What follows belongs to an exercise in optimizing a design on an open flow for small area, a short achievable clock period and few clock cycles; a production flow would make more cautious choices. Where RTL was checked, it was by simulation tests only, not by an equivalence proof against the original. No activity file was given, so power comes from the tool's default toggle rates.

Design LCD_CTRL, start of the top module:
module LCD_CTRL (
  input              clk,
  input              reset,
  input        [3:0] cmd,
  input              cmd_valid,
  input        [7:0] IROM_Q,
  output logic       IROM_rd,
  output logic [5:0] IROM_A,
  output logic       IRAM_valid,
  output logic [7:0] IRAM_D,
  output logic [5:0] IRAM_A,
  output logic       busy,
  output logic       done
);
Size: about 2300 cells after synthesis, about 0.031 mm² of cells after synthesis.
Settings: LEC_CHECK=0, CAP_MARGIN=20, CORE_MARGIN=2, CORE_UTILIZATION=50, CTS_CLUSTER_DIAMETER=120, CTS_CLUSTER_SIZE=25, SLEW_MARGIN=20; clock period 12.0 ns.
standard.sh (not shown) runs the stock make flow with config.mk's settings and CLKGATE_MAP_FILE= SYNTH_SCRIPT=/design/flow/synth_recipe.tcl, a recipe that flattens the netlist after the stock synthesis.
==> flow/flow/run.sh <==
#!/bin/bash
# Standard layout, with plain port buffers and timing repair aiming past the clock period.
set -euo pipefail
bash standard.sh SETUP_SLACK_MARGIN=8.6 "BUFFER_PORTS_ARGS=-buffer_cell sky130_fd_sc_hd__buf_4" finish > make.log 2>&1
The baseline finished with timing, DRC and antenna clean.
Testbench counts at the start, summed over its fixed seeds: cycles 5,646.
==> next run, changes <==
==> flow/flow/run.sh (replaced) <==
#!/bin/bash
# Standard layout, with plain port buffers and timing repair aiming past the clock period.
set -euo pipefail
bash standard.sh SETUP_SLACK_MARGIN=8.8 "BUFFER_PORTS_ARGS=-buffer_cell sky130_fd_sc_hd__buf_4" finish > make.log 2>&1
Outcome: Final area came out higher by 5.6%. First-iteration DRC count came out lower by 1.9%. Register-to-register slack is better by 0.11 ns. Cell count came out higher by about 3.3%. Critical path depth came out higher by 1. Wire length came out higher by about 5.5%.

---

LCD_CTRL, a different RTL version from the one above (not shown whole).
Size in the first run: about 2,300 cells after synthesis, about 680 flip-flops.
Settings: LEC_CHECK=0, CAP_MARGIN=20, CORE_MARGIN=2, CORE_UTILIZATION=50, SLEW_MARGIN=20; clock period 12.0 ns.
==> flow/flow/run.sh <==
#!/bin/bash
# Standard layout, with plain port buffers and timing repair aiming past the clock period.
set -euo pipefail
bash standard.sh SETUP_SLACK_MARGIN=7.9 "BUFFER_PORTS_ARGS=-buffer_cell sky130_fd_sc_hd__buf_4" finish > make.log 2>&1
The starting point produced a clean layout.
Testbench counts at the start, summed over its fixed seeds: cycles 5,676.
==> next run, changes <==
==> flow/flow/run.sh (replaced) <==
#!/bin/bash
# Standard layout, with plain port buffers and timing repair aiming past the clock period.
set -euo pipefail
bash standard.sh SETUP_SLACK_MARGIN=8.7 "BUFFER_PORTS_ARGS=-buffer_cell sky130_fd_sc_hd__buf_4" finish > make.log 2>&1
Settings changed: CTS_CLUSTER_SIZE set to 30.
Result: Non-clock buffer count goes up by 192; core utilization goes up by 5.7 points; clock power goes up by about 3%; synthesized cell count does not change; power goes up by 15%; worst hold slack loses 0.0050 ns; global-route usage goes up by 2.4 points; routed wire length goes up by about 10%; cell count goes up by about 6%; first-iteration DRC count goes up by 9.3%; critical path depth goes down by 10.

---

## before
RTL: one of the versions met above, not the one the previous note started from.
Size in the first run: ~2300 cells after synthesis, roughly 39 I/O pins, ~0.031 mm2 of cells after synthesis.
Settings: LEC_CHECK=0, CAP_MARGIN=20, CORE_MARGIN=2, CORE_UTILIZATION=50, CTS_CLUSTER_DIAMETER=120, CTS_CLUSTER_SIZE=25, PLACE_DENSITY=0.75, SLEW_MARGIN=20; clock period 12.0 ns.
==> flow/flow/run.sh <==
#!/bin/bash
# Standard layout, with plain port buffers and timing repair aiming past the clock period.
set -euo pipefail
bash standard.sh SETUP_SLACK_MARGIN=8.4 "BUFFER_PORTS_ARGS=-buffer_cell sky130_fd_sc_hd__buf_4" finish > make.log 2>&1
Both conditions hold for before: the flow ran to the end and the final layout passed the timing, DRC and antenna checks.
Testbench counts of before, summed over its fixed seeds: cycles 5,646.
Changes in after relative to before:
# before
export LEC_CHECK = 0
export CAP_MARGIN = 20
export CORE_MARGIN = 2
export CORE_UTILIZATION = 50
export CTS_CLUSTER_DIAMETER = 120
export CTS_CLUSTER_SIZE = 25
export PLACE_DENSITY = 0.75
export SLEW_MARGIN = 20
create_clock -name core_clock -period 12.0 [get_ports {clk}]
# after
export LEC_CHECK = 0
export CAP_MARGIN = 20
export CORE_MARGIN = 2
export CORE_UTILIZATION = 40
export CTS_CLUSTER_DIAMETER = 120
export CTS_CLUSTER_SIZE = 25
export SLEW_MARGIN = 20
create_clock -name core_clock -period 12.0 [get_ports {clk}]
before: all stages complete, timing, DRC and antenna checks passed
after finished end to end and its layout was clean on timing, DRC and antenna.
The clock skew of after was superior to that of before.
Going from before to after, multi-input logic portion of the cell area went down 0.19 points; power after layout went up 1.7%; area of the core region went up 26%; share of power burned in registers went down 0.3 points; achievable clock frequency went up about 1.2%.
Per the comparison of after with before, combinational power higher; wire length of the first global-routing pass higher.
Between before and after, fraction of area in registers is lower for after, before comes in above that.

---

Another version of the RTL of LCD_CTRL (not shown whole).
For scale: ~680 flip-flops, roughly 39 I/O pins, roughly 31000 sq um of cells after synthesis.
==> flow/config.mk <==
export PLATFORM = sky130hd
export DESIGN_NAME = LCD_CTRL
export DESIGN_NICKNAME = LCD_CTRL
export VERILOG_FILES = /design/flow/design.v
export SDC_FILE = /design/flow/constraint.sdc
export NUM_CORES = 8
export LEC_CHECK = 0
export CAP_MARGIN = 20
export CORE_MARGIN = 2
export CORE_UTILIZATION = 50
export CTS_CLUSTER_DIAMETER = 120
export CTS_CLUSTER_SIZE = 25
export SLEW_MARGIN = 20
==> flow/constraint.sdc <==
create_clock -name core_clock -period 12.0 [get_ports {clk}]
set_input_delay 2.4000 -clock core_clock [delete_from_list [all_inputs] [get_ports {clk}]]
set_output_delay 2.4000 -clock core_clock [all_outputs]
set_load 0.01 [all_outputs]
==> flow/flow/run.sh <==
#!/bin/bash
# Standard layout, with plain port buffers and timing repair aiming past the clock period.
set -euo pipefail
bash standard.sh SETUP_SLACK_MARGIN=8.5 "BUFFER_PORTS_ARGS=-buffer_cell sky130_fd_sc_hd__buf_4" finish > make.log 2>&1
Change:
==> flow/flow/run.sh (replaced) <==
#!/bin/bash
# Standard layout, with plain port buffers and timing repair aiming past the clock period.
set -euo pipefail
bash standard.sh SETUP_SLACK_MARGIN=8.4 "BUFFER_PORTS_ARGS=-buffer_cell sky130_fd_sc_hd__buf_4" finish > make.log 2>&1
Worst hold slack gets worse by 0.0071 ns.
Power falls by a few percent.
Non-clock buffer count drops by 37.
Core utilization goes down by 0.76 points.
Area after synthesis stays the same.
Via count falls by a few percent.
Function was not checked in any run of this note: the RTL went through the layout flow alone.

---

Another version of the RTL of LCD_CTRL (not shown whole).
Size: ~680 flip-flops, roughly 39 I/O pins, roughly 30000 um2 of cells after synthesis.
==> flow/design.v (excerpt) <==
module LCD_CTRL (
  input              clk,
  input              reset,
  input        [3:0] cmd,
  input              cmd_valid,
  input        [7:0] IROM_Q,
  output logic       IROM_rd,
  output logic [5:0] IROM_A,
  output logic       IRAM_valid,
  output logic [7:0] IRAM_D,
  output logic [5:0] IRAM_A,
  output logic       busy,
  output logic       done
);
Settings: LEC_CHECK=0, CAP_MARGIN=20, CORE_MARGIN=2, CORE_UTILIZATION=50, CTS_CLUSTER_DIAMETER=120, CTS_CLUSTER_SIZE=25, SLEW_MARGIN=20, TNS_END_PERCENT=50; clock period 12.0 ns.
==> flow/flow/run.sh <==
#!/bin/bash
# Standard layout, with plain port buffers and timing repair aiming past the clock period.
set -euo pipefail
bash standard.sh SETUP_SLACK_MARGIN=8.4 "BUFFER_PORTS_ARGS=-buffer_cell sky130_fd_sc_hd__buf_4" finish > make.log 2>&1
Testbench counts at the start, summed over its fixed seeds: cycles 5,572.
Edit:
TNS_END_PERCENT = unset   (was 50)
After rerunning: Design area barely changes. Worst setup slack is better by 0.017 ns. Final cell count came out lower slightly. Clock skew went up by 0.021 ns. Flip-flop and latch count stays the same.
Edit:
CTS_BUF_LIST = sky130_fd_sc_hd__clkbuf_8 sky130_fd_sc_hd__clkbuf_16   (was unset)
Effect: The new run ran to the end with no violations; combinational power is about the same; final cell count is unchanged; clock-buffer cell count shrinks by 25; global-route usage is about the same; wire length hardly moves; power fell slightly; first-iteration DRC count goes down by a few percent; utilization does not change; area after synthesis stays the same.
Edit:
CTS_BUF_LIST = unset   (was sky130_fd_sc_hd__clkbuf_8 sky130_fd_sc_hd__clkbuf_16)
GPL_ROUTABILITY_DRIVEN = 0   (was unset)
=>
- global-route usage increases by 0.12 points
- flip-flop and latch count does not change
- worst hold slack barely changes
- synthesized area does not change
- design area came out higher by 0.42%
- synthesized cell count does not change
Edit:
==> flow/flow/run.sh (replaced) <==
#!/bin/bash
# Standard layout, with plain port buffers and timing repair aiming past the clock period.
set -euo pipefail
bash standard.sh SETUP_SLACK_MARGIN=8.5 "BUFFER_PORTS_ARGS=-buffer_cell sky130_fd_sc_hd__buf_4" finish > make.log 2>&1
GPL_ROUTABILITY_DRIVEN = unset   (was 0)
Outcome: Combinational power is about the same. Total power is about the same. Hold slack is better by 0.0034 ns. Setup slack is better by 0.037 ns.

---

trial 64:
LCD_CTRL with an RTL version that a note above also has.
For scale: roughly 2300 cells after synthesis, about 680 flip-flops.
export LEC_CHECK = 0
export CAP_MARGIN = 20
export CORE_MARGIN = 2
export CORE_UTILIZATION = 50
export SLEW_MARGIN = 20
create_clock -name core_clock -period 12.0 [get_ports {clk}]
==> flow/flow/run.sh <==
#!/bin/bash
# Standard layout, with timing repair aiming past the clock period.
set -euo pipefail
bash standard.sh SETUP_SLACK_MARGIN=8.5 finish > make.log 2>&1
Trial 64 finished end to end and its layout was clean on timing, DRC and antenna.
Testbench counts of trial 64, summed over its fixed seeds: cycles 5,676.
For trial 74, these inputs were changed with respect to trial 64:
- setting CTS_BUF_LIST to sky130_fd_sc_hd__clkbuf_8 for the first time
==> flow/flow/run.sh <==
#!/bin/bash
# Standard layout, with plain port buffers and timing repair aiming past the clock period.
set -euo pipefail
bash standard.sh SETUP_SLACK_MARGIN=8.2 "BUFFER_PORTS_ARGS=-buffer_cell sky130_fd_sc_hd__buf_4" finish > make.log 2>&1
Results
- Against trial 64, trial 74 reports a ratio of routed vias to standard cells that is lower.
- Compared with trial 64, detailed-route wire length per cell in trial 74 decreased by a few percent.
- From trial 64 to trial 74 the numbers moved as follows: count of non-CTS buffers in the layout down 120, routed wire length fell 7.0%.
- Total number of H-tree levels came out exactly the same in trial 64 and trial 74.
- Looking at net switching component of the power across both flows, trial 74 is the stronger of the two, with trial 64 trailing.

---

== job 927 ==
RTL: one of the versions met above, not the one the previous note started from.
Size in the first run: ~2200 cells after synthesis, roughly 0.030 mm² of cells after synthesis.
clock: 12.0 ns
lec_check: 0
cap_margin: 20
core_margin: 2
core_utilization: 50
cts_cluster_diameter: 120
cts_cluster_size: 25
gpl_timing_driven: 0
slew_margin: 20
==> flow/flow/run.sh <==
#!/bin/bash
# Standard layout, with plain port buffers and timing repair aiming past the clock period.
set -euo pipefail
bash standard.sh SETUP_SLACK_MARGIN=8.4 "BUFFER_PORTS_ARGS=-buffer_cell sky130_fd_sc_hd__buf_4" finish > make.log 2>&1
Testbench counts of job 927, summed over its fixed seeds: cycles 5,572.
For job 3277, these inputs were changed with respect to job 927:
# job 927
export LEC_CHECK = 0
export CAP_MARGIN = 20
export CORE_MARGIN = 2
export CORE_UTILIZATION = 50
export CTS_CLUSTER_DIAMETER = 120
export CTS_CLUSTER_SIZE = 25
export GPL_TIMING_DRIVEN = 0
export SLEW_MARGIN = 20
create_clock -name core_clock -period 12.0 [get_ports {clk}]
# job 3277
export LEC_CHECK = 0
export CAP_MARGIN = 20
export CORE_MARGIN = 2
export CORE_UTILIZATION = 50
export CTS_CLUSTER_DIAMETER = 120
export CTS_CLUSTER_SIZE = 25
export SLEW_MARGIN = 20
create_clock -name core_clock -period 12.0 [get_ports {clk}]
==> flow/flow/run.sh <==
#!/bin/bash
# Standard layout with plain port buffers, timing repair aiming past the
# clock period, and adders left to ABC instead of full-adder cells.
set -euo pipefail
bash standard.sh SETUP_SLACK_MARGIN=8.4 "BUFFER_PORTS_ARGS=-buffer_cell sky130_fd_sc_hd__buf_4" ADDER_MAP_FILE= finish > make.log 2>&1
==> comparison <==
Global-route usage down 2.6 points in job 3277 wrt job 927
Relative to job 927, synthesized instance count increased by 5.7% in job 3277.
Between job 927 and job 3277, the flow reports cell area after layout increasing slightly.
Job 3277 vs job 927 — power share of the combinational group dropped 6.1 points.
Run comparison: job 3277 start point of the critical path cmd[2]; job 927 start point of the critical path cmd_valid
Re share of synthesized area occupied by flip-flops and latches: job 927 was higher than job 3277.
Delta (job 3277 minus job 927): data required time of the worst path moved up; sequential share of cell area moved down; met1 global-route usage moved down.
Of job 3277 and job 927, the run reporting the higher number of nets in the finished design was job 927.
Taking job 927 as the reference, in job 3277 number of inserted filler cells in the final layout higher, post-layout worst setup margin saw a decrease.
Here is what was changed in the inputs of job 3598 compared with job 3277.
==> flow/flow/run.sh <==
#!/bin/bash
# Standard layout, with plain port buffers and timing repair aiming past the clock period.
set -euo pipefail
bash standard.sh SETUP_SLACK_MARGIN=8.4 "BUFFER_PORTS_ARGS=-buffer_cell sky130_fd_sc_hd__buf_2" finish > make.log 2>&1
### Flow results
Job 3598 reports a higher sequential share of layout area than job 3277 does. Job 3598 vs. job 3277: core utilization saw a decrease, power saw an increase, post-cts resize count saw a decrease. Compared to job 3277, job 3598 has starting utilization of the core area 0.24 points higher. Diff job 3277 -> job 3598 | post-detailed-routing wire length | down by a few percent. Sort job 3598 and job 3277 by fraction of the mapped netlist area in compound gates, descending, and job 3277 comes first. In the reports for job 3598 and job 3277, the larger cell area belongs to job 3277. Compared with job 3277, job 3598 shows number of logic inverters in the finished layout that has gone up by a few percent. Max global-route usage across job 3598 and job 3277: job 3277. The cell count after synthesis in job 3598 was lower than what job 3277 gave. Cell type of the slowest stage on the worst timing path = or4b_4: job 3277; cell type of the slowest stage on the worst timing path = dfxtp_4: job 3598.

[static timing again, ports no longer ideal]
The flow's constraints put no driver on any port. The routed layouts listed below were extracted and timed again, unchanged, in two steps.
Step 1 assumes that a clkbuf_16 drives the clock port and a buf_2 every other input.
Step 2 times the ports against the registers' clock, not the clock port: input delays grow and output delays shrink by t, the midpoint of the rising clock arrivals with the driver on.
Slacks: ideal ports / drivers / drivers and shift; pairs: ideal ports / drivers.
run | shift t [ns] | slack for setup (ns) | worst slew at a driven data input, ns | cell pins on the clock port's net
the first run of note 1 | 0.690 | 8.411 / 8.345 / 7.965 | 0.06 | 1
the second run of note 1 | 0.691 | 8.379 / 8.312 / 7.949 | 0.06 | 1
the first run of note 2 | 0.678 | 7.912 / 7.912 / 7.437 | 0.08 | 1
the second run of note 2 | 0.681 | 8.248 / 8.188 / 8.045 | 0.08 | 1
before | 0.704 | 8.330 / 8.268 / 7.841 | 0.09 | 1
after | 0.695 | 8.372 / 8.305 / 7.798 | 0.05 | 1
the first run of note 4 | 0.681 | 8.196 / 8.196 / 7.864 | 0.05 | 1
the second run of note 4 | 0.698 | 8.208 / 8.208 / 7.720 | 0.06 | 1
the first run of note 5 | 0.698 | 8.346 / 8.280 / 7.826 | 0.08 | 1
the second run of note 5 | 0.707 | 8.363 / 8.301 / 7.808 | 0.09 | 1
the third run of note 5 | 0.707 | 8.361 / 8.299 / 7.813 | 0.09 | 1
the fourth run of note 5 | 0.700 | 8.331 / 8.296 / 7.875 | 0.08 | 1
the fifth run of note 5 | 0.702 | 8.368 / 8.306 / 7.871 | 0.08 | 1
trial 64 | 0.687 | 8.241 / 8.178 / 7.947 | 0.04 | 1
trial 74 | 0.764 | 8.166 / 8.104 / 7.590 | 0.09 | 1
job 927 | 0.704 | 8.355 / 8.294 / 7.673 | 0.21 | 1
job 3277 | 0.711 | 8.052 / 8.076 / 7.365 | 0.05 | 1
job 3598 | 0.697 | 8.354 / 8.294 / 7.832 | 0.09 | 1
After both steps setup and hold are still met in every run listed. For job 3277, which loses most, drivers alone change the setup slack by +0.024 ns; drivers and shift together by -0.687 ns.
